This design comes from an exercise in tuning for small area, a short achievable clock period and few clock cycles on the open sky130 flow, not from production work. Only simulation tests tie the RTL to the original design; equivalence was not proved. Power figures rest on the tool's default switching activity, not on a simulated workload.

==> flow/design.v <==
module tinyqv_decoder #(parameter REG_ADDR_BITS=4) (
    input [31:0] instr,
    output reg [31:0] imm,
    output reg is_load,
    output reg is_alu_imm,
    output reg is_auipc,
    output reg is_store,
    output reg is_alu_reg,
    output reg is_lui,
    output reg is_branch,
    output reg is_jalr,
    output reg is_jal,
    output reg is_ret,
    output reg is_system,
    output [2:1] instr_len,
    output reg [3:0] alu_op,   
    output reg [2:0] mem_op,       
    output reg [REG_ADDR_BITS-1:0] rs1,
    output reg [REG_ADDR_BITS-1:0] rs2,
    output reg [REG_ADDR_BITS-1:0] rd,
    output reg [2:0] additional_mem_ops,
    output reg       mem_op_increment_reg
);
    wire [31:0] Uimm = {    instr[31],   instr[30:12], {12{1'b0}}};
    wire [31:0] Iimm = {{21{instr[31]}}, instr[30:20]};
    wire [31:0] Simm = {{21{instr[31]}}, instr[30:25],instr[11:7]};
    wire [31:0] Bimm = {{20{instr[31]}}, instr[7],instr[30:25],instr[11:8],1'b0};
    wire [31:0] Jimm = {{12{instr[31]}}, instr[19:12],instr[20],instr[30:21],1'b0};
    wire [31:0] CLWSPimm     = {24'b0, instr[3:2], instr[12], instr[6:4], 2'b00};
    wire [31:0] CSWSPimm     = {24'b0, instr[8:7], instr[12:9], 2'b00};
    wire [31:0] CLSWimm      = {25'b0, instr[5], instr[12:10], instr[6], 2'b00};   
    wire [31:0] CLSHimm      = {30'b0, instr[5], 1'b0};   
    wire [31:0] CLSBimm      = {30'b0, instr[5], instr[6]};   
    wire [31:0] CJimm        = {{21{instr[12]}}, instr[8], instr[10:9], instr[6], instr[7], instr[2], instr[11], instr[5:3], 1'b0};
    wire [31:0] CBimm        = {{24{instr[12]}}, instr[6:5], instr[2], instr[11:10], instr[4:3], 1'b0};
    wire [31:0] CALUimm      = {{27{instr[12]}}, instr[6:2]};           
    wire [31:0] CLUIimm      = {{15{instr[12]}}, instr[6:2], 12'b0};
    wire [31:0] CADDI16SPimm = {{23{instr[12]}}, instr[4:3], instr[5], instr[2], instr[6], 4'b0};
    wire [31:0] CADDI4SPimm  = {22'b0, instr[10:7], instr[12:11], instr[5], instr[6], 2'b0};
    wire [31:0] CSCXTimm     = {{23{instr[12]}}, instr[9:7], instr[10], instr[11], 4'b0};
    always @(*) begin
        additional_mem_ops = 3'b000;
        mem_op_increment_reg = 1;
        is_ret = 0;
        if (instr[1:0] == 2'b11) begin
            is_load    =  (instr[6:2] == 5'b00000);  
            is_alu_imm =  (instr[6:2] == 5'b00100);  
            is_auipc   =  (instr[6:2] == 5'b00101);  
            is_store   =  (instr[6:2] == 5'b01000);  
            is_alu_reg =  (instr[6:2] == 5'b01100);  
            is_lui     =  (instr[6:2] == 5'b01101);  
            is_branch  =  (instr[6:2] == 5'b11000);  
            is_jalr    =  (instr[6:2] == 5'b11001);  
            is_jal     =  (instr[6:2] == 5'b11011);  
            is_system  =  (instr[6:2] == 5'b11100);  
            if (is_auipc || is_lui) imm = Uimm;
            else if (is_store) imm = Simm;
            else if (is_branch) imm = Bimm;
            else if (is_jal) imm = Jimm;
            else imm = Iimm;
            if (is_load || is_auipc || is_store || is_jalr || is_jal) alu_op = 4'b0000;   
            else if (is_branch) alu_op = {1'b0, !instr[14], instr[14:13]};
            else if (instr[26] && is_alu_reg) alu_op = {1'b1, instr[27:26], instr[13]};   
            else alu_op = {instr[30] && (instr[5] || instr[13:12] == 2'b01),instr[14:12]};
            mem_op = instr[14:12];
            if ((is_load || is_store) && instr[13:12] == 2'b11) begin
                mem_op = 3'b010;
                additional_mem_ops = {1'b0, instr[14], 1'b1};
            end
            if (is_store && instr[14:12] == 3'b110) begin
                mem_op = 3'b010;
                additional_mem_ops = {1'b0, instr[14], 1'b1};
                mem_op_increment_reg = 0;
            end
            rs1 = instr[15+:REG_ADDR_BITS];
            rs2 = instr[20+:REG_ADDR_BITS];
            rd  = instr[ 7+:REG_ADDR_BITS];
        end else begin
            is_load    = 0;
            is_alu_imm = 0;
            is_auipc   = 0;
            is_store   = 0;
            is_alu_reg = 0;
            is_lui     = 0;
            is_branch  = 0;
            is_jalr    = 0;
            is_jal     = 0;
            is_system  = 0;
            imm = {32{1'bx}};
            alu_op = 4'b0000;
            mem_op = 3'bxxx;
            rs1 = {REG_ADDR_BITS{1'bx}};
            rs2 = {REG_ADDR_BITS{1'bx}};
            rd = {REG_ADDR_BITS{1'bx}};
            case ({instr[1:0], instr[15:13]})
                5'b00000: begin  
                    is_alu_imm = 1;
                    imm = CADDI4SPimm;
                    rs1 = 4'd2;
                    rd  = {1'b1, instr[4:2]};
                end
                5'b00010: begin  
                    is_load = 1;
                    mem_op = 3'b010;
                    imm = CLSWimm;
                    rs1 = {1'b1, instr[9:7]};
                    rd  = {1'b1, instr[4:2]};
                end 
                5'b00100: begin  
                    imm = instr[10] ? CLSHimm : CLSBimm;
                    rs1 = {1'b1, instr[9:7]};
                    if (instr[11]) begin
                        is_store = 1;
                        mem_op = {2'b00, instr[10]};
                        rs2 = {1'b1, instr[4:2]};
                    end else begin
                        is_load = 1;
                        mem_op = {~(instr[10] & instr[6]), 1'b0, instr[10]};
                        rd = {1'b1, instr[4:2]};
                    end
                end
                5'b00110: begin  
                    is_store = 1;
                    mem_op = 3'b010;
                    imm = CLSWimm;
                    rs1 = {1'b1, instr[9:7]};
                    rs2 = {1'b1, instr[4:2]};
                end
                5'b00111: begin  
                    is_store = 1;     
                    mem_op = 3'b010;
                    imm = CSCXTimm;
                    rs1 = 4'd3;
                    rs2 = {instr[5], 3'b001};
                    additional_mem_ops = instr[4:2];
                end
                5'b01000: begin  
                    is_alu_imm = 1;
                    imm = CALUimm;
                    rs1 = instr[10:7];
                    rd  = instr[10:7];
                end
                5'b01001: begin  
                    is_jal = 1;
                    imm = CJimm;
                    rd  = 4'd1;
                end
                5'b01010: begin  
                    is_alu_imm = 1;
                    imm = CALUimm;
                    rs1 = 4'd0;
                    rd  = instr[10:7];
                end
                5'b01011: begin  
                    rd  = instr[10:7];
                    if (instr[10:7] == 4'd2) begin
                        is_alu_imm = 1;
                        imm = CADDI16SPimm;
                        rs1 = 4'd2;
                    end else begin
                        is_lui = 1;
                        imm = CLUIimm;
                    end
                end
                5'b01100: begin  
                    rs1 = {1'b1, instr[9:7]};
                    rs2 = {1'b1, instr[4:2]};
                    rd  = {1'b1, instr[9:7]};
                    imm = CALUimm;
                    if (instr[11:10] != 2'b11) begin
                        is_alu_imm = 1;
                        if (instr[11] == 1'b0) begin  
                            alu_op = {instr[10], 3'b101};
                        end else begin
                            alu_op = 4'b0111;
                        end
                    end else if (instr[12]) begin
                        is_alu_imm = 1;
                        case (instr[4:2])
                            3'b101: begin   
                                    alu_op = 4'b0100;  
                                    imm = 32'hffffffff;
                            end
                            default: begin  
                                    alu_op = 4'b0111;  
                                    imm = {16'h0000, {8{instr[3]}}, 8'hff};
                            end
                        endcase
                    end else begin
                        is_alu_reg = 1;
                        case (instr[6:5])
                            2'b00: alu_op = 4'b1000;   
                            2'b01: alu_op = 4'b0100;   
                            2'b10: alu_op = 4'b0110;   
                            2'b11: alu_op = 4'b0111;   
                        endcase
                    end
                end
                5'b01101: begin  
                    is_jal = 1;
                    imm = CJimm;
                    rd  = 4'd0;
                end                
                5'b01110: begin  
                    is_branch = 1;
                    imm = CBimm;
                    rs1 = {1'b1, instr[9:7]};
                    rs2 = 4'd0;
                    alu_op = 4'b0100;
                    mem_op = 3'b000;
                end    
                5'b01111: begin  
                    is_branch = 1;
                    imm = CBimm;
                    rs1 = {1'b1, instr[9:7]};
                    rs2 = 4'd0;
                    alu_op = 4'b0100;
                    mem_op = 3'b001;
                end
                5'b10000: begin  
                    is_alu_imm = 1;
                    imm = CALUimm;
                    rs1 = instr[10:7];
                    rd  = instr[10:7];
                    alu_op = 4'b0001;
                end
                5'b10001: begin  
                    is_load = 1;      
                    mem_op = 3'b010;
                    imm = CADDI16SPimm;
                    rs1 = 4'd3;
                    rd  = {instr[10], 3'b001};
                    additional_mem_ops = instr[9:7];
                end
                5'b10010: begin  
                    is_load = 1;
                    mem_op = 3'b010;
                    imm = CLWSPimm;
                    rs1 = 4'd2;
                    rd  = instr[10:7];
                end
                5'b10011: begin  
                    is_load = 1;
                    mem_op = 3'b010;
                    imm = CLWSPimm;
                    rs1 = 4'd4;
                    rd  = instr[10:7];
                end
                5'b10100: begin 
                    if (instr[6:2] == 0) begin
                        if (instr[11:7] == 0) begin   
                            is_system = 1;
                            imm = 1;
                        end else begin  
                            if (instr[10:7] == 4'd1 && !instr[12]) is_ret = 1;
                            is_jalr = 1;
                            imm = 0;
                            rs1 = instr[10:7];
                            rd = {3'b000, instr[12]};
                        end
                    end else begin   
                        is_alu_reg = 1;
                        rs1 = instr[12] ? instr[10:7] : 4'd0;
                        rs2 = instr[5:2];
                        rd  = instr[10:7];
                    end
                end
                5'b10101: begin  
                    is_alu_reg = 1;
                    alu_op = 4'b1010;
                    rs1 = instr[10:7];
                    rs2 = instr[5:2];
                    rd  = instr[10:7];                    
                end
                5'b10110: begin  
                    is_store = 1;
                    mem_op = 3'b010;
                    imm = CSWSPimm;
                    rs1 = 4'd2;
                    rs2 = instr[5:2];
                end
                5'b10111: begin  
                    is_store = 1;
                    mem_op = 3'b010;
                    imm = CSWSPimm;
                    rs1 = 4'd4;
                    rs2 = instr[5:2];
                end
                default: begin
                    is_system = 1;
                    imm = 32'd2;
                end
            endcase
        end
    end
    assign instr_len = (instr[1:0] == 2'b11) ? 2'b10 : 2'b01;
endmodule
module tinyqv_cpu #(parameter NUM_REGS=16, parameter REG_ADDR_BITS=4) (
    input clk,
    input rstn,
    output [23:1] instr_addr,
    output        instr_fetch_restart,
    output        instr_fetch_stall,
    input         instr_fetch_started,
    input         instr_fetch_stopped,
    input  [15:0] instr_data_in,
    input         instr_ready,
    input  [15:0] interrupt_req,
    output reg [27:0] data_addr,
    output reg [1:0]  data_write_n,  
    output reg [1:0]  data_read_n,   
    output            data_read_complete,
    output reg [31:0] data_out,
    output reg    data_continue,
    input         data_ready,   
    input  [31:0] data_in,
    input         time_pulse,
    output        debug_instr_complete,
    output        debug_instr_valid,
    output        debug_interrupt_pending,
    output        debug_branch,
    output        debug_early_branch,
    output        debug_ret,
    output        debug_reg_wen,
    output        debug_counter_0,
    output [3:0] debug_rd
);
    localparam CB = 6;                   
    localparam NE = 1 << (CB - 2);       
    localparam NL = 1 << (CB - 4);       
    reg  [15:0] cache_e [0:NE-1];        
    reg  [15:0] cache_o [0:NE-1];        
    reg  [2*NE-1:0] cache_v;             
    reg  [14:CB] cache_tag [0:NL-1];     
    reg  [23:1] pc_d;                    
    reg  [31:0] ibuf;                    
    reg         ibuf_valid;
    wire [31:0] imm_de;
    wire is_load_de, is_alu_imm_de, is_auipc_de, is_store_de, is_alu_reg_de, is_lui_de;
    wire is_branch_de, is_jalr_de, is_jal_de, is_ret_de, is_system_de;
    wire [2:1] instr_len_de;
    wire [3:0] alu_op_de;
    wire [2:0] mem_op_de;
    wire [3:0] rs1_de, rs2_de, rd_de;
    wire [2:0] additional_mem_ops_de;
    wire mem_op_increment_reg_de;
    tinyqv_decoder i_decoder(
        .instr(ibuf),
        .imm(imm_de),
        .is_load(is_load_de),
        .is_alu_imm(is_alu_imm_de),
        .is_auipc(is_auipc_de),
        .is_store(is_store_de),
        .is_alu_reg(is_alu_reg_de),
        .is_lui(is_lui_de),
        .is_branch(is_branch_de),
        .is_jalr(is_jalr_de),
        .is_jal(is_jal_de),
        .is_ret(is_ret_de),
        .is_system(is_system_de),
        .instr_len(instr_len_de),
        .alu_op(alu_op_de),
        .mem_op(mem_op_de),
        .rs1(rs1_de),
        .rs2(rs2_de),
        .rd(rd_de),
        .additional_mem_ops(additional_mem_ops_de),
        .mem_op_increment_reg(mem_op_increment_reg_de)
    );
    wire accept;                         
    wire redirect;                       
    wire [23:1] redirect_target;
    wire [23:1] pc_next  = pc_d + {21'd0, instr_len_de};
    wire [23:1] pc_next2 = pc_next + 23'd1;
    wire [23:1] pc_d2    = pc_d + 23'd1;
    wire [CB-1:2] idx_e_d = pc_d[CB-1:2] + {{(CB-3){1'b0}}, pc_d[1]};
    wire [CB-1:2] idx_e_n = pc_next[CB-1:2] + {{(CB-3){1'b0}}, pc_next[1]};
    wire [CB-1:2] idx_e = accept ? idx_e_n : idx_e_d;
    wire [CB-1:2] idx_o = accept ? pc_next[CB-1:2] : pc_d[CB-1:2];
    wire          swap  = accept ? pc_next[1] : pc_d[1];
    wire [15:0] hw_e = cache_e[idx_e];
    wire [15:0] hw_o = cache_o[idx_o];
    wire [31:0] instr_f = swap ? {hw_e, hw_o} : {hw_o, hw_e};
    wire hit0_d = cache_v[pc_d[CB-1:1]]     && cache_tag[pc_d[CB-1:4]]     == pc_d[14:CB];
    wire hit1_d = cache_v[pc_d2[CB-1:1]]    && cache_tag[pc_d2[CB-1:4]]    == pc_d2[14:CB];
    wire hit0_n = cache_v[pc_next[CB-1:1]]  && cache_tag[pc_next[CB-1:4]]  == pc_next[14:CB];
    wire hit1_n = cache_v[pc_next2[CB-1:1]] && cache_tag[pc_next2[CB-1:4]] == pc_next2[14:CB];
    wire hit0 = accept ? hit0_n : hit0_d;
    wire hit1 = accept ? hit1_n : hit1_d;
    wire valid_f = hit0 && (instr_f[1:0] != 2'b11 || hit1);
    always @(posedge clk) begin
        if (!rstn) begin
            pc_d <= 23'd0;
            ibuf_valid <= 1'b0;
        end else if (redirect) begin
            pc_d <= redirect_target;
            ibuf_valid <= 1'b0;
        end else begin
            if (accept) pc_d <= pc_next;
            if (accept || !ibuf_valid) begin
                ibuf <= instr_f;
                ibuf_valid <= valid_f;
            end
        end
    end
    localparam F_IDLE = 2'd0;    
    localparam F_REQ  = 2'd1;    
    localparam F_RUN  = 2'd2;    
    reg [1:0]  fstate;
    reg [23:1] stream_addr;
    wire [15:0] hw_d = pc_d[1] ? cache_o[pc_d[CB-1:2]] : cache_e[pc_d[CB-1:2]];
    wire fetch_miss = !ibuf_valid && !(hit0_d && (hw_d[1:0] != 2'b11 || hit1_d));
    wire [23:1] miss_addr = hit0_d ? pc_d2 : pc_d;
    wire [14:1] stream_ahead = stream_addr[14:1] - pc_d[14:1];
    always @(posedge clk) begin
        if (!rstn) begin
            fstate <= F_IDLE;
        end else begin
            case (fstate)
                F_IDLE: if (fetch_miss) begin
                            fstate <= F_REQ;
                            stream_addr <= miss_addr;
                        end
                F_REQ:  if (instr_fetch_started) fstate <= F_RUN;
                default: begin
                    if (fetch_miss && stream_addr != miss_addr) begin
                        fstate <= F_REQ;
                        stream_addr <= miss_addr;
                    end else if (instr_fetch_stopped) begin
                        fstate <= F_IDLE;
                    end else if (instr_ready) begin
                        stream_addr <= stream_addr + 23'd1;
                    end
                end
            endcase
        end
    end
    wire cache_write = fstate == F_RUN && instr_ready;
    always @(posedge clk) begin
        if (cache_write) begin
            if (stream_addr[1]) cache_o[stream_addr[CB-1:2]] <= instr_data_in;
            else                cache_e[stream_addr[CB-1:2]] <= instr_data_in;
        end
    end
    always @(posedge clk) begin
        if (!rstn) begin
            cache_v <= {(2*NE){1'b0}};
        end else if (cache_write) begin
            if (cache_tag[stream_addr[CB-1:4]] != stream_addr[14:CB]) begin
                cache_tag[stream_addr[CB-1:4]] <= stream_addr[14:CB];
                cache_v[{stream_addr[CB-1:4], 3'b000} +: 8] <= 8'd1 << stream_addr[3:1];
            end else begin
                cache_v[stream_addr[CB-1:1]] <= 1'b1;
            end
        end
    end
    assign instr_addr = stream_addr;
    assign instr_fetch_restart = fstate == F_REQ;
    assign instr_fetch_stall = fstate == F_RUN && stream_ahead >= 14'd8;
    reg        e_valid;
    reg is_load, is_store, is_alu, is_lui, is_branch, is_jalr, is_jal, is_mul, is_czero, e_sub;
    reg [3:0] alu_op;
    reg [2:0] mem_op;
    reg [3:0] rs2, rd;
    reg [2:0] additional_mem_ops;
    reg       mem_op_increment_reg;
    reg [31:0] a;                
    reg [31:0] b;                
    reg [31:0] r2;               
    reg [23:1] target;           
    localparam X_EXEC = 3'd0;    
    localparam X_MEM  = 3'd1;    
    localparam X_WB   = 3'd2;    
    localparam X_NEXT = 3'd3;    
    localparam X_MUL  = 3'd4;    
    reg [2:0]  xstate;
    reg [3:0]  mul_count;        
    reg [31:0] load_data;
    reg [31:0] regs [0:15];
    reg        wr_en;
    reg [31:0] wr_data;
    wire       wr_reg = wr_en && rd != 4'd0 && rd != 4'd3 && rd != 4'd4;
    genvar i;
    generate
        for (i = 1; i < 16; i = i + 1) begin : gen_regs
            if (i != 3 && i != 4) begin : gen_reg
                always @(posedge clk)
                    if (wr_reg && rd == i) regs[i] <= wr_data;
            end
        end
    endgenerate
    function [31:0] read_reg(input [3:0] r);
        case (r)
            4'd0: read_reg = 32'd0;
            4'd3: read_reg = 32'h01000400;   
            4'd4: read_reg = 32'h08000000;   
            default: read_reg = regs[r];
        endcase
    endfunction
    wire [3:0]  rb = xstate == X_NEXT ? rs2 : rs2_de;
    wire [31:0] rf_a = (wr_reg && rd == rs1_de) ? wr_data : read_reg(rs1_de);
    wire [31:0] rf_b = (wr_reg && rd == rb) ? wr_data : read_reg(rb);
    wire is_mul_de = (is_alu_imm_de || is_alu_reg_de) && alu_op_de[3:1] == 3'b101;
    always @(posedge clk) begin
        if (accept) begin
            is_load <= is_load_de;
            is_store <= is_store_de;
            is_alu <= is_alu_imm_de || is_alu_reg_de || is_auipc_de;
            is_lui <= is_lui_de;
            is_branch <= is_branch_de;
            is_jalr <= is_jalr_de;
            is_jal <= is_jal_de;
            is_mul <= is_mul_de;
            is_czero <= is_alu_reg_de && alu_op_de[3:1] == 3'b111;
            e_sub <= (alu_op_de[1] || alu_op_de[3]) && !is_mul_de && !is_auipc_de;
            alu_op <= is_auipc_de ? 4'b0000 : alu_op_de;
            mem_op <= mem_op_de;
            rs2 <= rs2_de;
            rd <= rd_de;
            additional_mem_ops <= additional_mem_ops_de;
            mem_op_increment_reg <= mem_op_increment_reg_de;
            a <= is_auipc_de ? {8'h00, pc_d, 1'b0} : rf_a;
            b <= (is_alu_reg_de || is_branch_de) ? rf_b : imm_de;
            r2 <= rf_b;
            target <= pc_d + imm_de[23:1];
        end else if (xstate == X_MUL && mul_count != 4'd0) begin
            a <= {sum[30:0], 1'b0};
            b <= r2[15] ? data_out : 32'd0;
            r2 <= {r2[30:0], 1'b0};
        end else if (e_valid && xstate == X_EXEC && is_mul) begin
            a <= 32'd0;
            b <= r2[15] ? a : 32'd0;
            r2 <= {r2[30:0], 1'b0};
        end else if (xstate == X_WB && additional_mem_ops != 3'b000) begin
            additional_mem_ops <= additional_mem_ops - 3'd1;
            rd <= rd + 4'd1;
            rs2 <= rs2 + {3'd0, mem_op_increment_reg};
        end
    end
    wire [32:0] sum = {1'b0, a} + {1'b0, b ^ {32{e_sub}}} + {32'd0, e_sub};
    wire eq  = a == b;
    wire ltu = !sum[32];
    wire lt  = (a[31] != b[31]) ? a[31] : sum[31];
    wire cmp = alu_op[0] ? ltu : alu_op[1] ? lt : eq;
    function [31:0] reverse(input [31:0] x);
        integer k;
        for (k = 0; k < 32; k = k + 1) reverse[k] = x[31-k];
    endfunction
    wire        shift_left = !alu_op[2];
    wire [31:0] shift_in = shift_left ? reverse(a) : a;
    wire        shift_fill = alu_op[3] && alu_op[2] && a[31];
    wire [63:0] shift_ext = {{32{shift_fill}}, shift_in} >> b[4:0];
    wire [31:0] shift_out = shift_left ? reverse(shift_ext[31:0]) : shift_ext[31:0];
    reg [31:0] alu_out;
    always @(*) begin
        if (is_czero)
            alu_out = ((r2 == 32'd0) ^ alu_op[0]) ? 32'd0 : a;
        else case (alu_op[2:0])
            3'b000:  alu_out = sum[31:0];
            3'b010,
            3'b011:  alu_out = {31'd0, cmp};
            3'b100:  alu_out = a ^ b;
            3'b110:  alu_out = a | b;
            3'b111:  alu_out = a & b;
            default: alu_out = shift_out;
        endcase
    end
    wire in_exec = e_valid && xstate == X_EXEC;
    wire in_mul = xstate == X_MUL;
    wire is_mem_op = is_load || is_store;
    assign redirect = in_exec && (is_jal || is_jalr || (is_branch && (cmp ^ mem_op[0])));
    assign redirect_target = is_jalr ? sum[23:1] : target;
    wire exec_done = (in_exec && !is_mem_op && !is_mul) ||
                     (xstate == X_WB && additional_mem_ops == 3'b000) ||
                     (in_mul && mul_count == 4'd0);
    assign accept = (!e_valid || exec_done) && ibuf_valid;
    wire [31:0] load_ext = mem_op[1] ? load_data :
                           mem_op[0] ? {{16{!mem_op[2] && load_data[15]}}, load_data[15:0]} :
                                       {{24{!mem_op[2] && load_data[7]}}, load_data[7:0]};
    always @(*) begin
        wr_en = 1'b0;
        wr_data = alu_out;
        if (in_exec) begin
            if (is_alu) begin
                wr_en = !is_mul;
            end else if (is_lui) begin
                wr_en = 1'b1;
                wr_data = b;
            end else if (is_jal || is_jalr) begin
                wr_en = 1'b1;
                wr_data = {8'h00, pc_d, 1'b0};
            end
        end else if (xstate == X_WB) begin
            wr_en = is_load;
            wr_data = load_ext;
        end else if (in_mul) begin
            wr_en = mul_count == 4'd0;
            wr_data = sum[31:0];
        end
    end
    always @(posedge clk) begin
        if (!rstn) begin
            e_valid <= 1'b0;
            xstate <= X_EXEC;
            data_read_n <= 2'b11;
            data_write_n <= 2'b11;
            data_continue <= 1'b0;
        end else begin
            if (redirect)       e_valid <= 1'b0;
            else if (accept)    e_valid <= 1'b1;
            else if (exec_done) e_valid <= 1'b0;
            case (xstate)
                X_EXEC: if (e_valid) begin
                    if (is_mem_op) begin
                        data_addr <= sum[27:0];
                        data_read_n <= is_load ? mem_op[1:0] : 2'b11;
                        data_write_n <= is_store ? mem_op[1:0] : 2'b11;
                        data_out <= r2;
                        data_continue <= additional_mem_ops != 3'b000;
                        xstate <= X_MEM;
                    end else if (is_mul) begin
                        data_out <= a;
                        mul_count <= 4'd15;
                        xstate <= X_MUL;
                    end
                end
                X_MEM: if (data_ready) begin
                    load_data <= data_in;
                    data_read_n <= 2'b11;
                    data_write_n <= 2'b11;
                    xstate <= X_WB;
                end
                X_WB: begin
                    if (additional_mem_ops != 3'b000) begin
                        data_addr[3:2] <= data_addr[3:2] + 2'd1;
                        xstate <= X_NEXT;
                    end else begin
                        xstate <= X_EXEC;
                    end
                end
                X_NEXT: begin
                    data_read_n <= is_load ? mem_op[1:0] : 2'b11;
                    data_write_n <= is_store ? mem_op[1:0] : 2'b11;
                    data_out <= rf_b;
                    data_continue <= additional_mem_ops != 3'b000;
                    xstate <= X_MEM;
                end
                default: begin
                    mul_count <= mul_count - 4'd1;
                    if (mul_count == 4'd0) xstate <= X_EXEC;
                end
            endcase
        end
    end
    assign data_read_complete = 1'b0;
    assign debug_instr_complete = exec_done;
    assign debug_instr_valid = e_valid;
    assign debug_interrupt_pending = 1'b0;
    assign debug_branch = redirect;
    assign debug_early_branch = 1'b0;
    assign debug_ret = 1'b0;
    assign debug_reg_wen = wr_en;
    assign debug_counter_0 = 1'b0;
    assign debug_rd = wr_data[3:0];
    wire _unused = &{interrupt_req, time_pulse, is_ret_de, is_system_de, 1'b0};
endmodule
module qspi_controller (
    input clk,
    input rstn,
    input      [3:0] spi_data_in,
    output reg [3:0] spi_data_out,
    output reg [3:0] spi_data_oe,
    output           spi_clk_out,
    output reg       spi_flash_select,
    output reg       spi_ram_a_select,
    output reg       spi_ram_b_select,
    input [24:0] addr_in,
    input  [7:0] data_in,
    input        start_read,
    input        start_write,
    input        stall_txn,
    input        stop_txn,
    output [7:0] data_out,
    output reg   data_req,
    output reg   data_ready,
    output       busy
);
    localparam ADDR_BITS = 24;
    localparam DATA_WIDTH_BITS = 8;   
    localparam FSM_IDLE = 0;
    localparam FSM_CMD  = 1;
    localparam FSM_ADDR = 2;
    localparam FSM_DUMMY1 = 3;
    localparam FSM_DUMMY2 = 4;
    localparam FSM_DATA = 5;
    localparam FSM_STALLED = 6;
    localparam FSM_STALL_RECOVER = 7;
    reg [2:0] fsm_state;
    reg       is_writing;
    reg [ADDR_BITS-1:0]       addr;
    reg [DATA_WIDTH_BITS-1:0] data;
    reg [2:0] nibbles_remaining;
    wire [1:0] delay_cycles_cfg = 2'b01;   
    reg       spi_clk_pos;
    reg [3:0] spi_in_buffer;
    assign data_out = data;
    assign busy = fsm_state != FSM_IDLE;
    reg stop_txn_reg;
    wire stop_txn_now = stop_txn_reg || (stop_txn && (!is_writing || spi_clk_pos));
    always @(posedge clk) begin
        if (!rstn) 
            stop_txn_reg <= 0;
        else
            stop_txn_reg <= stop_txn && !stop_txn_now;
    end
    reg [1:0] read_cycles_count;
    reg last_ram_a_sel;
    reg last_ram_b_sel;
    wire ram_a_block = (last_ram_a_sel == 0) && addr_in[24:23] == 2'b10;
    wire ram_b_block = (last_ram_b_sel == 0) && addr_in[24:23] == 2'b11;
/*verilator lint_off WIDTH*/
    always @(posedge clk) begin
        if (!rstn || stop_txn_now) begin
            fsm_state <= FSM_IDLE;
            is_writing <= 0;
            nibbles_remaining <= 0;
            data_ready <= 0;
            spi_clk_pos <= 0;
            spi_data_oe <= 4'b0000;
            spi_flash_select <= 1;
            spi_ram_a_select <= 1;
            spi_ram_b_select <= 1;
            data_req <= 0;
            read_cycles_count <= 0;
        end else begin
            data_ready <= 0;
            data_req <= 0;
            if (fsm_state == FSM_IDLE) begin
                if ((start_read || start_write) && !ram_a_block && !ram_b_block) begin
                    fsm_state <= addr_in[24] ? FSM_CMD : FSM_ADDR;
                    is_writing <= !start_read && addr_in[24];   
                    nibbles_remaining <= addr_in[24] ? 2-1 : 6-1;
                    spi_data_oe <= 4'b1111;
                    spi_clk_pos <= 0;
                    spi_flash_select <= addr_in[24];
                    spi_ram_a_select <= addr_in[24:23] != 2'b10;
                    spi_ram_b_select <= addr_in[24:23] != 2'b11;
                end
            end else begin
                if (read_cycles_count == 0) read_cycles_count <= 2'b01;
                else read_cycles_count <= read_cycles_count - 2'b01;
                if (fsm_state == FSM_STALLED) begin
                    spi_clk_pos <= 0;
                    if (!stall_txn && !read_cycles_count[1]) begin
                        data_ready <= !is_writing;
                        if (is_writing) begin
                            fsm_state <= FSM_DATA;
                            read_cycles_count <= 2'b00;
                        end else begin
                            fsm_state <= (delay_cycles_cfg[1] == 0) ? FSM_DATA : FSM_STALL_RECOVER;
                            read_cycles_count <= {1'b0, delay_cycles_cfg[0]};
                        end
                    end
                end else begin
                    spi_clk_pos <= !spi_clk_pos;
                    if (((fsm_state == FSM_DATA && !is_writing) || fsm_state == FSM_STALL_RECOVER) ? (read_cycles_count == 0) : spi_clk_pos) begin
                        if (nibbles_remaining == 0) begin
                            if (fsm_state == FSM_DATA || fsm_state == FSM_STALL_RECOVER) begin
                                data_ready <= !is_writing && !stall_txn;
                                nibbles_remaining <= (DATA_WIDTH_BITS >> 2)-1;
                                if (stall_txn) begin
                                    fsm_state <= FSM_STALLED;
                                    read_cycles_count <= delay_cycles_cfg | 2'b01;
                                end else begin
                                    fsm_state <= FSM_DATA;
                                end
                            end else begin
                                fsm_state <= fsm_state + 1;
                                if (fsm_state == FSM_CMD) begin
                                    nibbles_remaining <= (ADDR_BITS >> 2)-1;
                                end
                                else if (fsm_state == FSM_ADDR) begin
                                    if (is_writing) begin
                                        fsm_state <= FSM_DATA;
                                        nibbles_remaining <= (DATA_WIDTH_BITS >> 2)-1;
                                    end else if (spi_flash_select) begin
                                        fsm_state <= FSM_DUMMY2;
                                        spi_data_oe <= 4'b0000;
                                        nibbles_remaining <= 4-1;
                                    end else begin
                                        nibbles_remaining <= 2-1;
                                    end
                                end
                                else if (fsm_state == FSM_DUMMY1) begin
                                    spi_data_oe <= 4'b0000;
                                    nibbles_remaining <= 4-1;
                                end
                                else if (fsm_state == FSM_DUMMY2) begin
                                    nibbles_remaining <= (DATA_WIDTH_BITS >> 2)-1;
                                    read_cycles_count <= delay_cycles_cfg;
                                end
                            end
                        end else begin
                            if (fsm_state == FSM_STALL_RECOVER) fsm_state <= FSM_DATA;
                            nibbles_remaining <= nibbles_remaining - 1;
                        end
                    end else begin
                        data_req <= is_writing && (fsm_state == FSM_DATA) && nibbles_remaining == 0;
                    end
                end
            end
        end
    end
/*verilator lint_on WIDTH*/
    always @(posedge clk) begin
        if (fsm_state == FSM_IDLE && (start_read || start_write)) begin
            addr <= addr_in[23:0];
        end else if (fsm_state == FSM_ADDR && spi_clk_pos) begin
            addr <= {addr[ADDR_BITS-5:0], 4'b0000};
        end
    end
    always @(posedge clk) begin
        if (is_writing) begin
            if (fsm_state == FSM_STALLED) begin
                data <= data_in;
            end else if (spi_clk_pos) begin
                if (nibbles_remaining == 0) begin
                    data <= data_in;
                end else if (fsm_state == FSM_DATA) begin
                    data <= {data[DATA_WIDTH_BITS-5:0], spi_data_in};
                end
            end
        end else if (read_cycles_count == 0 && fsm_state == FSM_DATA) begin
            data <= {data[DATA_WIDTH_BITS-5:0], spi_data_in};
        end else if (read_cycles_count == 0 && fsm_state == FSM_STALL_RECOVER) begin
            data <= {data[DATA_WIDTH_BITS-5:0], spi_in_buffer};
        end else if (read_cycles_count == 2'b10 && fsm_state == FSM_STALLED) begin
            spi_in_buffer <= spi_data_in;
        end
    end
    always @(*) begin
        case (fsm_state)
            FSM_CMD: begin  
                if (is_writing) begin
                    if (nibbles_remaining[0])
                        spi_data_out = 4'b0000;
                    else
                        spi_data_out = 4'b0010;
                end else begin
                    if (nibbles_remaining[0])
                        spi_data_out = 4'b0000;
                    else
                        spi_data_out = 4'b1011;
                end
            end
            FSM_ADDR:   spi_data_out = addr[ADDR_BITS-1:ADDR_BITS-4];
            FSM_DUMMY1: spi_data_out = 4'b1010;
            FSM_DATA:   spi_data_out = is_writing ? data[DATA_WIDTH_BITS-1:DATA_WIDTH_BITS-4] : 4'b1111;
            default:    spi_data_out = 4'b1010;
        endcase
    end
    always @(posedge clk) begin
        if (!rstn) begin
            last_ram_a_sel <= 1;
            last_ram_b_sel <= 1;
        end else begin
            last_ram_a_sel <= spi_ram_a_select;
            last_ram_b_sel <= spi_ram_b_select;
        end
    end
    assign spi_clk_out = spi_clk_pos;
endmodule
module tinyqv_mem_ctrl (
    input clk,
    input rstn,
    input [23:1] instr_addr,
    input        instr_fetch_restart,
    input        instr_fetch_stall,
    output reg     instr_fetch_started,
    output reg     instr_fetch_stopped,
    output  [15:0] instr_data,
    output         instr_ready,
    input [24:0] data_addr,
    input [1:0]  data_write_n,  
    input [1:0]  data_read_n,   
    input [31:0] data_to_write,
    input        data_continue,  
    output         data_ready,   
    output  [31:0] data_from_read,
    input      [3:0] spi_data_in,
    output     [3:0] spi_data_out,
    output     [3:0] spi_data_oe,
    output           spi_clk_out,
    output           spi_flash_select,
    output           spi_ram_a_select,
    output           spi_ram_b_select,
    output        debug_stall_txn,
    output        debug_stop_txn
);
    reg start_instr;
    reg start_read;
    reg start_write;
    reg stop_txn;
    reg continue_txn;
    reg [1:0] data_txn_n;
    reg [1:0] data_txn_len;
    reg qspi_write_done;
    wire qspi_busy;
    reg instr_active;
    wire is_instr = instr_active || start_instr;
    wire [1:0] txn_len = is_instr ? 2'b01 : data_txn_len;
    wire [24:0] addr_in = is_instr ? {1'b0, instr_addr, 1'b0} : data_addr[24:0];
    reg [31:0] qspi_data_buf;
    reg [1:0] qspi_data_byte_idx;
    wire qspi_data_req;
    wire qspi_data_ready;
    wire [7:0] qspi_data_out;
    wire stall_txn = instr_active && instr_fetch_stall && !instr_ready && qspi_data_byte_idx == 2'b01;
    reg data_stall;
    always @(*) begin
        start_instr = 0;
        start_read = 0;
        start_write = 0;
        stop_txn = 0;
        data_txn_n = data_write_n & data_read_n;
        if (qspi_busy || qspi_write_done) begin
            if (instr_active) begin
                if (instr_fetch_restart && (!instr_fetch_started || stall_txn)) begin
                    stop_txn = 1;
                end else if ((qspi_data_ready && qspi_data_byte_idx == 2'b01) || instr_fetch_stall) begin
                    if (data_txn_n != 2'b11) begin
                        stop_txn = 1;
                    end
                end
            end else if ((qspi_data_ready || qspi_data_req) && qspi_data_byte_idx == data_txn_len && !continue_txn) begin
                stop_txn = 1;
            end
        end else begin
            if (data_read_n != 2'b11)
                start_read = 1;
            else if (data_write_n != 2'b11)
                start_write = 1;
            else if (instr_fetch_restart)
                start_instr = 1;
        end
    end
    always @(posedge clk) begin
        if (!rstn || stop_txn) begin
            instr_active <= 0;
        end else begin
            instr_active <= qspi_busy ? instr_active : start_instr;
        end
    end
    wire [1:0] write_qspi_data_byte_idx = qspi_data_byte_idx + (qspi_data_req ? 2'b01 : 2'b00);
    qspi_controller q_ctrl(
        .clk(clk),
        .rstn(rstn),
        .spi_data_in(spi_data_in),
        .spi_data_out(spi_data_out),
        .spi_data_oe(spi_data_oe),
        .spi_clk_out(spi_clk_out),
        .spi_flash_select(spi_flash_select),
        .spi_ram_a_select(spi_ram_a_select),
        .spi_ram_b_select(spi_ram_b_select),
        .addr_in(addr_in),
        .data_in(qspi_data_buf[{write_qspi_data_byte_idx,3'b000} +:8]),
        .start_read(start_read || start_instr),
        .start_write(start_write),
        .stall_txn(stall_txn || data_stall),
        .stop_txn(stop_txn),
        .data_out(qspi_data_out),
        .data_req(qspi_data_req),
        .data_ready(qspi_data_ready),
        .busy(qspi_busy)
    );
    always @(posedge clk) begin
        if (!rstn) begin
            instr_fetch_started <= 1'b0;
            instr_fetch_stopped <= 1'b0;
        end else begin
            instr_fetch_started <= start_instr;
            instr_fetch_stopped <= stop_txn;
        end
    end
    always @(posedge clk) begin
        if (!rstn || start_instr || start_read || start_write) begin
            qspi_data_byte_idx <= 2'b00;
        end else begin
            if (qspi_data_ready || qspi_data_req) begin
                qspi_data_byte_idx <= qspi_data_byte_idx + 2'b01;
                if (qspi_data_byte_idx == txn_len) begin
                    qspi_data_byte_idx <= 0;
                end
            end
        end
    end
    always @(posedge clk) begin
        if (qspi_data_ready) begin
            qspi_data_buf[{qspi_data_byte_idx,3'b000} +:8] <= qspi_data_out;
        end else if (data_write_n != 2'b11 && (data_stall || start_write)) begin
            qspi_data_buf <= data_to_write;
        end
    end
    assign instr_data = {qspi_data_out, qspi_data_buf[7:0]};
    assign instr_ready = instr_active && qspi_data_ready && qspi_data_byte_idx == 2'b01;
    always @(posedge clk) begin
        qspi_write_done <= qspi_data_req && qspi_data_byte_idx == data_txn_len;
    end
    always @(posedge clk) begin
        if (!rstn)
            data_txn_len <= 2'b11;
        else if (start_read || start_write) begin
            data_txn_len <= {data_txn_n[1], data_txn_n[1] | data_txn_n[0]};   
        end
    end
    always @(posedge clk) begin
        if (!rstn) begin
            continue_txn <= 0;
        end else begin
            if (continue_txn) begin
                if ((qspi_data_req && qspi_data_byte_idx + 2'b01 == data_txn_len) ||
                    (qspi_data_ready && qspi_data_byte_idx == data_txn_len))
                begin
                    data_stall <= 1;
                end else if (data_stall && qspi_data_byte_idx == 2'b00 && ((data_read_n != 2'b11 && !data_ready) || data_write_n != 2'b11)) begin
                    data_stall <= 0;
                    continue_txn <= data_continue;
                end
            end else begin
                data_stall <= 0;
                if (start_write || start_read) begin
                    continue_txn <= data_continue;
                end
            end
        end
    end
    assign data_ready = !instr_active && ((qspi_data_ready && qspi_data_byte_idx == data_txn_len) || (data_write_n != 2'b11 && ((data_stall && qspi_data_byte_idx == 2'b00) || start_write)));
    assign data_from_read = data_ready ? ({qspi_data_out, qspi_data_buf[23:16],
        data_txn_len == 2'b01 ? qspi_data_out : qspi_data_buf[15:8],
        data_txn_len == 2'b00 ? qspi_data_out : qspi_data_buf[7:0]}) : qspi_data_buf;
    assign debug_stall_txn = stall_txn;
    assign debug_stop_txn = stop_txn;
endmodule
`default_nettype none
module tinyQV (
    input clk,
    input rstn,
    output [27:0] data_addr,
    output  [1:0] data_write_n,  
    output  [1:0] data_read_n,   
    output        data_read_complete,
    output [31:0] data_out,    
    input         data_ready,   
    input  [31:0] data_in,
    input  [15:0] interrupt_req,
    input         time_pulse,
    input   [3:0] spi_data_in,
    output  [3:0] spi_data_out,
    output  [3:0] spi_data_oe,
    output        spi_clk_out,
    output        spi_flash_select,
    output        spi_ram_a_select,
    output        spi_ram_b_select,
    output        debug_instr_complete,
    output        debug_instr_ready,
    output        debug_instr_valid,
    output        debug_fetch_restart,
    output        debug_data_ready,
    output        debug_interrupt_pending,
    output        debug_branch,
    output        debug_early_branch,
    output        debug_ret,
    output        debug_reg_wen,
    output        debug_counter_0,
    output        debug_data_continue,
    output        debug_stall_txn,
    output        debug_stop_txn,
    output  [3:0] debug_rd
);
  wire [23:1] instr_addr;
  wire        instr_fetch_restart;
  wire        instr_fetch_stall;
  wire        instr_fetch_started;
  wire        instr_fetch_stopped;
  wire [15:0] instr_data;
  wire        instr_ready;
  wire [27:0] qv_data_addr;
  wire  [1:0] qv_data_write_n;
  wire  [1:0] qv_data_read_n;
  wire        qv_data_read_complete;
  wire [31:0] qv_data_to_write;
  wire        qv_data_ready;
  wire [31:0] qv_data_from_read;
  wire        qv_data_continue;
  wire  [1:0] mem_data_write_n;
  wire  [1:0] mem_data_read_n;
  wire        mem_data_ready;
  wire [31:0] mem_data_from_read;
  wire is_mem = qv_data_addr[27:25] == 0;
  assign qv_data_ready = is_mem ? mem_data_ready : data_ready;
  assign qv_data_from_read = is_mem ? mem_data_from_read : data_in;
  assign mem_data_write_n = is_mem ? qv_data_write_n : 2'b11;
  assign mem_data_read_n =  is_mem ? qv_data_read_n  : 2'b11;
  assign data_addr = qv_data_addr;
  assign data_write_n =       !is_mem ? qv_data_write_n       : 2'b11;
  assign data_read_n =        !is_mem ? qv_data_read_n        : 2'b11;
  assign data_read_complete = !is_mem ? qv_data_read_complete : 0;
  assign data_out = qv_data_to_write;
  reg rst_reg_n;
  always @(posedge clk) rst_reg_n <= rstn;
  tinyqv_cpu cpu(
        .clk(clk),
        .rstn(rst_reg_n),
        .instr_addr(instr_addr),
        .instr_fetch_restart(instr_fetch_restart),
        .instr_fetch_stall(instr_fetch_stall),
        .instr_fetch_started(instr_fetch_started),
        .instr_fetch_stopped(instr_fetch_stopped),
        .instr_data_in(instr_data),
        .instr_ready(instr_ready),
        .interrupt_req(interrupt_req),
        .data_addr(qv_data_addr),
        .data_write_n(qv_data_write_n),
        .data_read_n(qv_data_read_n),
        .data_read_complete(qv_data_read_complete),
        .data_out(qv_data_to_write),
        .data_continue(qv_data_continue),
        .data_ready(qv_data_ready),
        .data_in(qv_data_from_read),
        .time_pulse(time_pulse),
        .debug_instr_complete(debug_instr_complete),
        .debug_instr_valid(debug_instr_valid),
        .debug_interrupt_pending(debug_interrupt_pending),
        .debug_branch(debug_branch),
        .debug_early_branch(debug_early_branch),
        .debug_ret(debug_ret),
        .debug_reg_wen(debug_reg_wen),
        .debug_counter_0(debug_counter_0),
        .debug_rd(debug_rd)
    );
  tinyqv_mem_ctrl mem(
        .clk(clk),
        .rstn(rstn),
        .instr_addr(instr_addr),
        .instr_fetch_restart(instr_fetch_restart),
        .instr_fetch_stall(instr_fetch_stall),
        .instr_fetch_started(instr_fetch_started),
        .instr_fetch_stopped(instr_fetch_stopped),
        .instr_data(instr_data),
        .instr_ready(instr_ready),
        .data_addr(qv_data_addr[24:0]),
        .data_write_n(mem_data_write_n),
        .data_read_n(mem_data_read_n),
        .data_to_write(qv_data_to_write),
        .data_continue(qv_data_continue),
        .data_ready(mem_data_ready),
        .data_from_read(mem_data_from_read),
        .spi_data_in(spi_data_in),
        .spi_data_out(spi_data_out),
        .spi_data_oe(spi_data_oe),
        .spi_flash_select(spi_flash_select),
        .spi_ram_a_select(spi_ram_a_select),
        .spi_ram_b_select(spi_ram_b_select),
        .spi_clk_out(spi_clk_out),
        .debug_stall_txn(debug_stall_txn),
        .debug_stop_txn(debug_stop_txn)
    );
    assign debug_instr_ready = instr_ready;
    assign debug_fetch_restart = instr_fetch_restart;
    assign debug_data_ready = qv_data_ready;
    assign debug_data_continue = qv_data_continue;
endmodule
`default_nettype none
module tinyqv_top (
    input         clk,
    input         rst_n,
    output [27:0] data_addr,
    output  [1:0] data_write_n,
    output  [1:0] data_read_n,
    output [31:0] data_out,
    input         data_ready,
    input  [31:0] data_in,
    input   [3:0] spi_data_in,
    output  [3:0] spi_data_out,
    output  [3:0] spi_data_oe,
    output        spi_clk_out,
    output        spi_flash_select,
    output        spi_ram_a_select,
    output        spi_ram_b_select
);
    wire        data_read_complete;
    wire [15:0] debug_unused;
    wire  [3:0] debug_rd;
    tinyQV i_tinyqv (
        .clk(clk),
        .rstn(rst_n),
        .data_addr(data_addr),
        .data_write_n(data_write_n),
        .data_read_n(data_read_n),
        .data_read_complete(data_read_complete),
        .data_out(data_out),
        .data_ready(data_ready),
        .data_in(data_in),
        .interrupt_req(16'd0),
        .time_pulse(1'b0),
        .spi_data_in(spi_data_in),
        .spi_data_out(spi_data_out),
        .spi_data_oe(spi_data_oe),
        .spi_clk_out(spi_clk_out),
        .spi_flash_select(spi_flash_select),
        .spi_ram_a_select(spi_ram_a_select),
        .spi_ram_b_select(spi_ram_b_select),
        .debug_instr_complete(debug_unused[0]),
        .debug_instr_ready(debug_unused[1]),
        .debug_instr_valid(debug_unused[2]),
        .debug_fetch_restart(debug_unused[3]),
        .debug_data_ready(debug_unused[4]),
        .debug_interrupt_pending(debug_unused[5]),
        .debug_branch(debug_unused[6]),
        .debug_early_branch(debug_unused[7]),
        .debug_ret(debug_unused[8]),
        .debug_reg_wen(debug_unused[9]),
        .debug_counter_0(debug_unused[10]),
        .debug_data_continue(debug_unused[11]),
        .debug_stall_txn(debug_unused[12]),
        .debug_stop_txn(debug_unused[13]),
        .debug_rd(debug_rd)
    );
    assign debug_unused[15:14] = 2'b00;
    wire _unused = &{data_read_complete, debug_unused, debug_rd, 1'b0};
endmodule
==> flow/run.sh <==
#!/bin/bash
# synth_recipe.tcl (not shown) runs the flow's synth.tcl, then flattens the netlist and writes it again
# the make line also repeats each setting of config.mk as NAME=value (left out here)
make -C /OpenROAD-flow-scripts/flow DESIGN_CONFIG=/design/flow/config.mk WORK_HOME=/design/flow/orfs CLKGATE_MAP_FILE= SYNTH_SCRIPT=/design/flow/synth_recipe.tcl finish
==> flow/config.mk <==
export PLATFORM = sky130hd
export DESIGN_NAME = tinyqv_top
export DESIGN_NICKNAME = tinyqv_top
export VERILOG_FILES = /design/flow/design.v
export SDC_FILE = /design/flow/constraint.sdc
export NUM_CORES = 4
export LEC_CHECK = 0
export CAP_MARGIN = 20
export CORE_MARGIN = 2
export CORE_UTILIZATION = 40
export SLEW_MARGIN = 20
==> flow/constraint.sdc <==
create_clock -name core_clock -period 15.0 [get_ports {clk}]
set_input_delay 3.0000 -clock core_clock [delete_from_list [all_inputs] [get_ports {clk}]]
set_output_delay 3.0000 -clock core_clock [all_outputs]
set_load 0.01 [all_outputs]
==> flow_metrics.py, run 1 <==
metrics = {
    "routing": {
        "drt-initial-drc-count": 11200,
        "firstDrtPassIters": 10,
        "drc": 0,
        "wire_per_inst_um": 35.9,
        "num_vias": 66500,
        "wirelength_um": 351000,
        "viasPerCell": 6.80,
        "drtAntennaViolNets": 0,
    },
    "synthesis": {
        "synth_cell_types": 107,
        "synth-edff-count": 1332,
        "ys.flop_type": "edfxtp_1",
        "async_flop_share": 0,
        "synth-seq-cells": 1434,
        "synth_warnings": 102,
        "synth_area_per_cell_um2": 11.6,
        "syn_nets": 7153,
        "ys_seq_area_frac": 0.522,
        "synth_area_um2": 80500,
        "netlist_instances": 6936,
    },
    "worst_setup_path": {
        "r2r_slack_ps": 8280,
        "arrival_ps": 7200,
        "max_stage_delay_ps": 870,
        "crit_start": "i_tinyqv.cpu.b[0]",
        "endpoint_kind": "flop",
        "cp.required_ps": 15480,
        "crit_type": "flop to flop",
        "timing.rr.start": "i_tinyqv.cpu.b[0]",
        "crit_fanout": 40,
        "crit_path_top_delay_cell": "nor2_2",
        "worstReg2RegEnd": "i_tinyqv.cpu.ibuf[18]",
        "start_kind": "flop",
        "reg2regPathDepth": 16,
        "crit_chain": "buf_4 > mux2i_2 > fa_1 > nor2b_1 > o31a_1 > o311a_1 > o311ai_0 > a211o_1 > a31oi_1 > o211ai_1 > a2111oi_0 > a41o_1 > buf_4 > nor2_2 > and3_1 > buf_4",
        "cpMostUsedCell": "buf_4",
        "worstSetupEndpoint": "i_tinyqv.cpu.ibuf[18]",
    },
    "die": {
        "die_x_um": 453,
        "io_pins": 115,
        "initial_core_util": 0.403,
        "dieArea_um2": 205000,
        "core-area_um2": 200000,
        "die_h_um": 453,
        "rows": 164,
    },
    "clock_tree": {
        "numCtsBuffers": 159,
        "clock-sinks": 1434,
        "cts_tree": "yes",
        "htree_levels": 4,
        "path_clk_slew_ps": 70,
        "cts_setup_buffers": 0,
        "cts-root-buf": "clkbuf_16",
        "cts_resized": 0,
        "insertion_delay_ps": 860,
        "cts_buffer_depth": 3,
        "hold_buffers": 0,
    },
    "grt": {
        "grt_start_max_net_pins": 110,
        "antenna_found_initial": 20,
        "grt_pass1_vias": 62200,
        "grt_overflow_total": 0,
        "grt_pass1_wl_um": 486000,
        "grt_usage": 0.334,
    },
    "power": {
        "power_density_nw_per_um2": 112,
        "max-vdd-ir-drop_mv": 0.105,
        "power_leakage_nw": 31.0,
    },
    "min_path": {
        "min_path_cells": 2,
        "hp-class": "flop to flop",
    },
    "placement": {
        "port_buffers": 114,
        "hpwl_um": 244000,
        "gp_congestion": 1.06,
    },
    "status": {
        "outcome": "no timing/DRC/antenna violations",
    },
    "final_layout": {
        "top_register": "i_tinyqv.cpu.regs",
        "drive_above_1_share": 0.148,
        "utilization": 0.456,
        "largest_reg_flops": 416,
        "nets": 7207,
        "syn_to_final_growth_pct": 13.1,
    },
    "sta": {
        "worstMarginPinSlew_ps": 1220,
        "skew_ps": 83.5,
        "post-route-period-util": 0.448,
        "fin_tns_setup_ps": 0,
        "max_freq_mhz": 149,
        "fin_crit_ps": 6720,
        "slew_viol_final": 0,
        "hold_viol_final": 0,
        "setup_viol": 0,
        "slew_headroom": 0.181,
        "rsz0062_at_grt": "false",
    },
    "job": {
        "drv_cap": 0,
    },
}
==> area by class of cell <==
class	count	area, µm²
Timing Repair Buffer	389	3240
Inverter	197	742
Antenna cell	10	25.0
Clock inverter	88	1070
Multi-Input combinational cell	4809	36400
Sequential cell	1434	42000
Tap cell	2656	3320
Fill cell	18300	109000
Clock buffer	201	4230
==> cell usage after synthesis (all sizes together), types with 136 or more instances <==
cell    count  area, µm²
a21oi     461       2310
a22oi     253       1900
buf       136        701
clkbuf    360       1360
edfxtp   1332      40000
ha        175       2190
inv       186        698
mux2i     201       2020
mux4      290       6530
nand2     667       2500
nand3     158        791
nor2      452       1700
o21ai     386       1940
xnor2     167       1470
==> report_power, final <==
| group | switching (mW) | internal, mW | total [mW] |
|---|---|---|---|
| Sequential | 0.141 | 4.59 | 4.74 |
| Clock | 1.72 | 2.23 | 3.96 |
| Combinational | 1.07 | 0.419 | 1.49 |
| Total | 2.94 | 7.25 | 10.2 |
==> metal layers <==
layer | vias to the layer above | global-route usage | wire length [µm]
li1 | 27300 | - | -
met1 | 33000 | 0.447 | 132000
met3 | 1106 | 0.0967 | 45900
met2 | 5104 | 0.480 | 148000
met5 | - | 0.00280 | 113
met4 | 12 | 0.197 | 24900
==> cells in the final DEF, fill, tap and decap left out, types with 107 or more instances in the layout <==
| cell type | synthesis | routed |
|---|---|---|
| nand2_1 | 667 | 667 |
| a21oi_1 | 461 | 457 |
| clkdlybuf4s50_1 | 0 | 114 |
| clkbuf_16 | 0 | 160 |
| mux2i_1 | 199 | 196 |
| buf_4 | 14 | 272 |
| inv_1 | 181 | 180 |
| ha_1 | 175 | 175 |
| mux4_2 | 290 | 290 |
| o21ai_0 | 379 | 375 |
| a221oi_1 | 108 | 107 |
| nand3_1 | 158 | 157 |
| edfxtp_1 | 1332 | 1332 |
| a22oi_1 | 253 | 253 |
| nor2_1 | 451 | 419 |
| xnor2_1 | 166 | 159 |
==> how the worst min path moves through the flow <==
stage | end | slack, ps | start
after floorplan | i_tinyqv.mem.q_ctrl.nibbles_remaining[1] | 430 | i_tinyqv.mem.q_ctrl.nibbles_remaining[1]
after global placement | i_tinyqv.mem.q_ctrl.nibbles_remaining[1] | 440 | i_tinyqv.mem.q_ctrl.nibbles_remaining[1]
after detailed placement | i_tinyqv.mem.q_ctrl.nibbles_remaining[1] | 450 | i_tinyqv.mem.q_ctrl.nibbles_remaining[1]
after CTS | i_tinyqv.mem.q_ctrl.nibbles_remaining[1] | 460 | i_tinyqv.mem.q_ctrl.nibbles_remaining[1]
after global routing | i_tinyqv.mem.q_ctrl.nibbles_remaining[1] | 490 | i_tinyqv.mem.q_ctrl.nibbles_remaining[1]
final | i_tinyqv.mem.q_ctrl.nibbles_remaining[1] | 450 | i_tinyqv.mem.q_ctrl.nibbles_remaining[1]
==> stage by stage <==
| step | std cells | instance area, µm² | setup WS (ps) | hold slack [ps] | power (mW) |
|---|---|---|---|---|---|
| after CTS | 9772 | 90900 | 8270 | 462 | 10.1 |
| final | 9784 | 91000 | 8280 | 452 | 10.2 |
| after global placement | 9483 | 85600 | 8310 | 442 | 6.22 |
| after floorplan | 6936 | 80500 | 8960 | 432 | 5.51 |
| after global routing | 9775 | 91000 | 8220 | 494 | 10.4 |
| after detailed placement | 9483 | 85600 | 8280 | 454 | 6.24 |
==> critical path: cells and delay by family, from the launching register on <==
family,cells,cell delay [ps]
AO/OA/AOI/OAI,8,2710
AND/OR/NAND/NOR,3,1260
buffers and inverters,3,1170
multiplexers,1,430
flip-flops,1,320
adder cells (fa/ha/maj),1,310
==> cell families (layout without fill, tap and decap cells) <==
| kind of cell | Yosys count | count (layout) | share of synthesized area |
|---|---|---|---|
| buffers and inverters | 693 | 875 | 0.0347 |
| other | 0 | 10 | 0 |
| XOR/XNOR | 243 | 243 | 0.0265 |
| AO/OA/AOI/OAI | 1946 | 1946 | 0.163 |
| flip-flops | 1434 | 1434 | 0.522 |
| adder cells (fa/ha/maj) | 179 | 179 | 0.0281 |
| AND/OR/NAND/NOR | 1873 | 1873 | 0.109 |
| multiplexers | 568 | 568 | 0.117 |
Testbench counts, summed over its fixed seeds: cycles 554,562.
==> inputs of run 2 (changes only) <==
--- a/flow/design.v
+++ b/flow/design.v
@@ -327,7 +327,9 @@
 );
     localparam CB = 6;                   
     localparam NE = 1 << (CB - 2);       
-    localparam NL = 1 << (CB - 4);       
+    localparam LB = 4;                   
+    localparam NL = 1 << (CB - LB);      
+    localparam LIM = 8;                  
     reg  [15:0] cache_e [0:NE-1];        
     reg  [15:0] cache_o [0:NE-1];        
     reg  [2*NE-1:0] cache_v;             
@@ -368,6 +370,8 @@
         .mem_op_increment_reg(mem_op_increment_reg_de)
     );
     wire accept;                         
+    wire [23:1] target_de = pc_d + imm_de[23:1];
+    wire predict_de = is_jal_de || (is_branch_de && imm_de[31]);
     wire redirect;                       
     wire [23:1] redirect_target;
     wire [23:1] pc_next  = pc_d + {21'd0, instr_len_de};
@@ -375,18 +379,18 @@
     wire [23:1] pc_d2    = pc_d + 23'd1;
     wire [CB-1:2] idx_e_d = pc_d[CB-1:2] + {{(CB-3){1'b0}}, pc_d[1]};
     wire [CB-1:2] idx_e_n = pc_next[CB-1:2] + {{(CB-3){1'b0}}, pc_next[1]};
-    wire [CB-1:2] idx_e = accept ? idx_e_n : idx_e_d;
-    wire [CB-1:2] idx_o = accept ? pc_next[CB-1:2] : pc_d[CB-1:2];
-    wire          swap  = accept ? pc_next[1] : pc_d[1];
+    wire [CB-1:2] idx_e = ibuf_valid ? idx_e_n : idx_e_d;
+    wire [CB-1:2] idx_o = ibuf_valid ? pc_next[CB-1:2] : pc_d[CB-1:2];
+    wire          swap  = ibuf_valid ? pc_next[1] : pc_d[1];
     wire [15:0] hw_e = cache_e[idx_e];
     wire [15:0] hw_o = cache_o[idx_o];
     wire [31:0] instr_f = swap ? {hw_e, hw_o} : {hw_o, hw_e};
-    wire hit0_d = cache_v[pc_d[CB-1:1]]     && cache_tag[pc_d[CB-1:4]]     == pc_d[14:CB];
-    wire hit1_d = cache_v[pc_d2[CB-1:1]]    && cache_tag[pc_d2[CB-1:4]]    == pc_d2[14:CB];
-    wire hit0_n = cache_v[pc_next[CB-1:1]]  && cache_tag[pc_next[CB-1:4]]  == pc_next[14:CB];
-    wire hit1_n = cache_v[pc_next2[CB-1:1]] && cache_tag[pc_next2[CB-1:4]] == pc_next2[14:CB];
-    wire hit0 = accept ? hit0_n : hit0_d;
-    wire hit1 = accept ? hit1_n : hit1_d;
+    wire hit0_d = cache_v[pc_d[CB-1:1]]     && cache_tag[pc_d[CB-1:LB]]     == pc_d[14:CB];
+    wire hit1_d = cache_v[pc_d2[CB-1:1]]    && cache_tag[pc_d2[CB-1:LB]]    == pc_d2[14:CB];
+    wire hit0_n = cache_v[pc_next[CB-1:1]]  && cache_tag[pc_next[CB-1:LB]]  == pc_next[14:CB];
+    wire hit1_n = cache_v[pc_next2[CB-1:1]] && cache_tag[pc_next2[CB-1:LB]] == pc_next2[14:CB];
+    wire hit0 = ibuf_valid ? hit0_n : hit0_d;
+    wire hit1 = ibuf_valid ? hit1_n : hit1_d;
     wire valid_f = hit0 && (instr_f[1:0] != 2'b11 || hit1);
     always @(posedge clk) begin
         if (!rstn) begin
@@ -395,6 +399,9 @@
         end else if (redirect) begin
             pc_d <= redirect_target;
             ibuf_valid <= 1'b0;
+        end else if (accept && predict_de) begin
+            pc_d <= target_de;
+            ibuf_valid <= 1'b0;
         end else begin
             if (accept) pc_d <= pc_next;
             if (accept || !ibuf_valid) begin
@@ -446,9 +453,9 @@
         if (!rstn) begin
             cache_v <= {(2*NE){1'b0}};
         end else if (cache_write) begin
-            if (cache_tag[stream_addr[CB-1:4]] != stream_addr[14:CB]) begin
-                cache_tag[stream_addr[CB-1:4]] <= stream_addr[14:CB];
-                cache_v[{stream_addr[CB-1:4], 3'b000} +: 8] <= 8'd1 << stream_addr[3:1];
+            if (cache_tag[stream_addr[CB-1:LB]] != stream_addr[14:CB]) begin
+                cache_tag[stream_addr[CB-1:LB]] <= stream_addr[14:CB];
+                cache_v[{stream_addr[CB-1:LB], {(LB-1){1'b0}}} +: (1 << (LB-1))] <= {{((1 << (LB-1))-1){1'b0}}, 1'b1} << stream_addr[LB-1:1];
             end else begin
                 cache_v[stream_addr[CB-1:1]] <= 1'b1;
             end
@@ -456,7 +463,7 @@
     end
     assign instr_addr = stream_addr;
     assign instr_fetch_restart = fstate == F_REQ;
-    assign instr_fetch_stall = fstate == F_RUN && stream_ahead >= 14'd8;
+    assign instr_fetch_stall = fstate == F_RUN && stream_ahead >= LIM;
     reg        e_valid;
     reg is_load, is_store, is_alu, is_lui, is_branch, is_jalr, is_jal, is_mul, is_czero, e_sub;
     reg [3:0] alu_op;
@@ -468,6 +475,7 @@
     reg [31:0] b;                
     reg [31:0] r2;               
     reg [23:1] target;           
+    reg        e_predict;
     localparam X_EXEC = 3'd0;    
     localparam X_MEM  = 3'd1;    
     localparam X_WB   = 3'd2;    
@@ -475,7 +483,6 @@
     localparam X_MUL  = 3'd4;    
     reg [2:0]  xstate;
     reg [3:0]  mul_count;        
-    reg [31:0] load_data;
     reg [31:0] regs [0:15];
     reg        wr_en;
     reg [31:0] wr_data;
@@ -522,7 +529,8 @@
             a <= is_auipc_de ? {8'h00, pc_d, 1'b0} : rf_a;
             b <= (is_alu_reg_de || is_branch_de) ? rf_b : imm_de;
             r2 <= rf_b;
-            target <= pc_d + imm_de[23:1];
+            target <= predict_de ? pc_next : target_de;
+            e_predict <= predict_de;
         end else if (xstate == X_MUL && mul_count != 4'd0) begin
             a <= {sum[30:0], 1'b0};
             b <= r2[15] ? data_out : 32'd0;
@@ -531,6 +539,8 @@
             a <= 32'd0;
             b <= r2[15] ? a : 32'd0;
             r2 <= {r2[30:0], 1'b0};
+        end else if (xstate == X_MEM && data_ready) begin
+            b <= data_in;
         end else if (xstate == X_WB && additional_mem_ops != 3'b000) begin
             additional_mem_ops <= additional_mem_ops - 3'd1;
             rd <= rd + 4'd1;
@@ -568,15 +578,15 @@
     wire in_exec = e_valid && xstate == X_EXEC;
     wire in_mul = xstate == X_MUL;
     wire is_mem_op = is_load || is_store;
-    assign redirect = in_exec && (is_jal || is_jalr || (is_branch && (cmp ^ mem_op[0])));
+    assign redirect = in_exec && (is_jalr || (is_branch && (cmp ^ mem_op[0] ^ e_predict)));
     assign redirect_target = is_jalr ? sum[23:1] : target;
     wire exec_done = (in_exec && !is_mem_op && !is_mul) ||
                      (xstate == X_WB && additional_mem_ops == 3'b000) ||
                      (in_mul && mul_count == 4'd0);
     assign accept = (!e_valid || exec_done) && ibuf_valid;
-    wire [31:0] load_ext = mem_op[1] ? load_data :
-                           mem_op[0] ? {{16{!mem_op[2] && load_data[15]}}, load_data[15:0]} :
-                                       {{24{!mem_op[2] && load_data[7]}}, load_data[7:0]};
+    wire [31:0] load_ext = mem_op[1] ? b :
+                           mem_op[0] ? {{16{!mem_op[2] && b[15]}}, b[15:0]} :
+                                       {{24{!mem_op[2] && b[7]}}, b[7:0]};
     always @(*) begin
         wr_en = 1'b0;
         wr_data = alu_out;
@@ -588,7 +598,7 @@
                 wr_data = b;
             end else if (is_jal || is_jalr) begin
                 wr_en = 1'b1;
-                wr_data = {8'h00, pc_d, 1'b0};
+                wr_data = {8'h00, is_jal ? target : pc_d, 1'b0};
             end
         end else if (xstate == X_WB) begin
             wr_en = is_load;
@@ -625,7 +635,6 @@
                     end
                 end
                 X_MEM: if (data_ready) begin
-                    load_data <= data_in;
                     data_read_n <= 2'b11;
                     data_write_n <= 2'b11;
                     xstate <= X_WB;
==> run 2 against run 1 <==
Compared with the run above:
- setup slack improved by 170 ps
- die area fell by 0.27%
- cell count rose by 2.0%
- via count up 1.4%
- clock skew down 19 ps
- area after synthesis shrank 0.27%
- critical path depth is 11 lower
- first-iteration DRC count rose by 1.7%
- critical path type is now flop to primary output
- largest power group unchanged
- highest routed layer unchanged
==> flow_metrics.py, run 2 <==
metrics = {
    "routing": {
        "drc": 0,
        "viasPerCell": 6.76,
        "firstDrtPassIters": 14,
        "drtAntennaViolNets": 0,
        "wire_per_inst_um": 34.4,
        "wirelength_um": 343000,
    },
    "clock_tree": {
        "cts_tree": "yes",
        "hold_buffers": 0,
        "cts_buffer_depth": 3,
        "insertion_delay_ps": 860,
        "numCtsBuffers": 153,
        "cts_setup_buffers": 0,
        "cts-root-buf": "clkbuf_16",
        "htree_levels": 4,
    },
    "final_layout": {
        "drive_above_1_share": 0.134,
        "final_common_cell": "edfxtp_1",
        "multi_input_area_um2": 36900,
        "nets": 7412,
        "final_cell_mix": "1301 x edfxtp_1, 731 x nand2_1, 584 x a21oi_1",
        "fin_cells": 9979,
        "fill_cells": 18200,
        "seqCellArea_um2": 41100,
    },
    "worst_setup_path": {
        "cp.required_ps": 12000,
        "path_depth": 5,
        "crit_type": "flop to primary output",
        "crit_start": "i_tinyqv.mem.q_ctrl.is_writing",
        "start_kind": "flop",
        "crit_path_top_delay_cell": "dfxtp_1",
        "timing.rr.start": "i_tinyqv.cpu.alu_op[2]",
        "endpoint_kind": "primary output",
        "crit_buf_inv": 3,
    },
    "die": {
        "rows": 164,
        "dieArea_um2": 204000,
        "io_pins": 115,
        "die_x_um": 452,
        "core-area_um2": 200000,
        "initial_core_util": 0.402,
    },
    "status": {
        "outcome": "no timing/DRC/antenna violations",
    },
    "sta": {
        "fin_crit_ps": 6550,
        "worstMarginPinSlew_ps": 1240,
        "post-route-period-util": 0.437,
        "rsz0062_at_grt": "false",
        "skew_ps": 65.0,
        "max_freq_mhz": 153,
        "fin_tns_setup_ps": 0,
    },
    "grt": {
        "antenna_found_initial": 12,
        "grt_usage": 0.327,
        "grt_start_max_net_pins": 71,
    },
    "synthesis": {
        "ys_seq_area_frac": 0.512,
        "synth-xor-area-share": 0.0270,
        "post-synth-top-count-cell": "edfxtp_1",
        "syn_nets": 7408,
        "synth_compound_area_frac": 0.174,
        "synth_common_cells": "1301 x edfxtp_1, 733 x nand2_1, 591 x a21oi_1",
        "synth-simple-area-share": 0.117,
        "async_flop_share": 0,
        "synth_top_area_share": 0.486,
        "synth_top_area_cell": "edfxtp_1",
        "synth_top_family_by_area": "compound AO/OA/AOI/OAI gates",
        "netlist_top_cells_area": "edfxtp_1 49%, mux4_2 7.6%, a21oi_1 3.7%, nand2_1 3.4%, ha_1 2.7%",
        "synthMuxAreaShare": 0.107,
        "netlist_instances": 7190,
        "synth_area_um2": 80300,
        "synthAdderAreaFrac": 0.0282,
    },
    "job": {
        "drv_cap": 0,
    },
    "min_path": {
        "hp-class": "flop to flop",
        "worstHoldStart": "i_tinyqv.mem.q_ctrl.spi_ram_a_select",
    },
    "power": {
        "power_leakage_nw": 30.7,
        "max-vdd-ir-drop_mv": 0.132,
        "power_density_nw_per_um2": 123,
    },
    "placement": {
        "port_buffers": 114,
    },
}
run 2: cell types whose count changed in the layout (fill, tap and decap cells not counted), sizes merged, moves of 22 or more:
| cell | delta |
|---|---|
| a211oi | +51 |
| a21oi | +130 |
| a221oi | +39 |
| a22o | +41 |
| a22oi | -93 |
| and3 | +39 |
| clkbuf | -22 |
| edfxtp | -31 |
| mux2i | -31 |
| nand2 | +66 |
| nor2 | +94 |
| nor2b | +29 |
run 2: cell type report:
type,instances,area share
Inverter,186,0.00778
Timing Repair Buffer,387,0.0356
Multi-Input combinational cell,5063,0.409
Clock buffer,180,0.0438
Clock inverter,97,0.0121
Antenna cell,7,0.000194
Tap cell,2656,0.0368
Sequential cell,1403,0.455
run 2: final timing paths:
path / endpoint / slack, ps
hold / removal: i_tinyqv.mem.q_ctrl.last_ram_a_sel / 480
setup reg to reg: i_tinyqv.cpu.a[11] / 8580
hold reg to reg: i_tinyqv.mem.q_ctrl.last_ram_a_sel / 480
setup / recovery: spi_data_out[2] / 8450
run 2: worst register-to-register path, cell delays in order, from the launching register on:
cell	delay [ps]
edfxtp_1	330
buf_4	370
buf_4	780
mux4_2	690
mux2_2	350
o21ai_0	450
mux4_2	360
nand2_1	50
a221oi_1	710
nor2_1	130
a221oi_1	290
o32a_1	380
inv_1	290
a221oi_1	870
a311oi_1	90
run 2: layer usage:
metal | up-vias | track usage | share of wire
li1 | 27900 | - | -
met1 | 33200 | 0.429 | 0.37
met2 | 5213 | 0.479 | 0.42
met3 | 1186 | 0.0843 | 0.13
met4 | 12 | 0.213 | 0.081
met5 | - | 0.00163 | 0.00036
run 2: power breakdown:
group	total, mW	switching (mW)	internal, mW
clock network	3.81	1.70	2.11
logic	2.46	1.73	0.729
registers	4.89	0.251	4.64
total	11.2	3.68	7.48
run 2: logic make-up after synthesis:
kind of cell               Yosys count
buffers and inverters              724
AOI/OAI and AO/OA                 2096
muxes                              509
and+or+nand+nor                   2035
adders and majority gates          179
DFF                               1403
xor gates and xnor gates           244
run 2: metrics by stage:
| stage | instance area (µm²) | util |
|---|---|---|
| finish | 90400 | 0.453 |
| global placement | 85200 | 0.427 |
| floorplan | 80300 | - |
| global route | 90300 | 0.452 |
| detailed placement | 85200 | 0.427 |
| CTS | 90300 | 0.452 |
Testbench counts of run 2, summed over its fixed seeds: cycles 547,246.
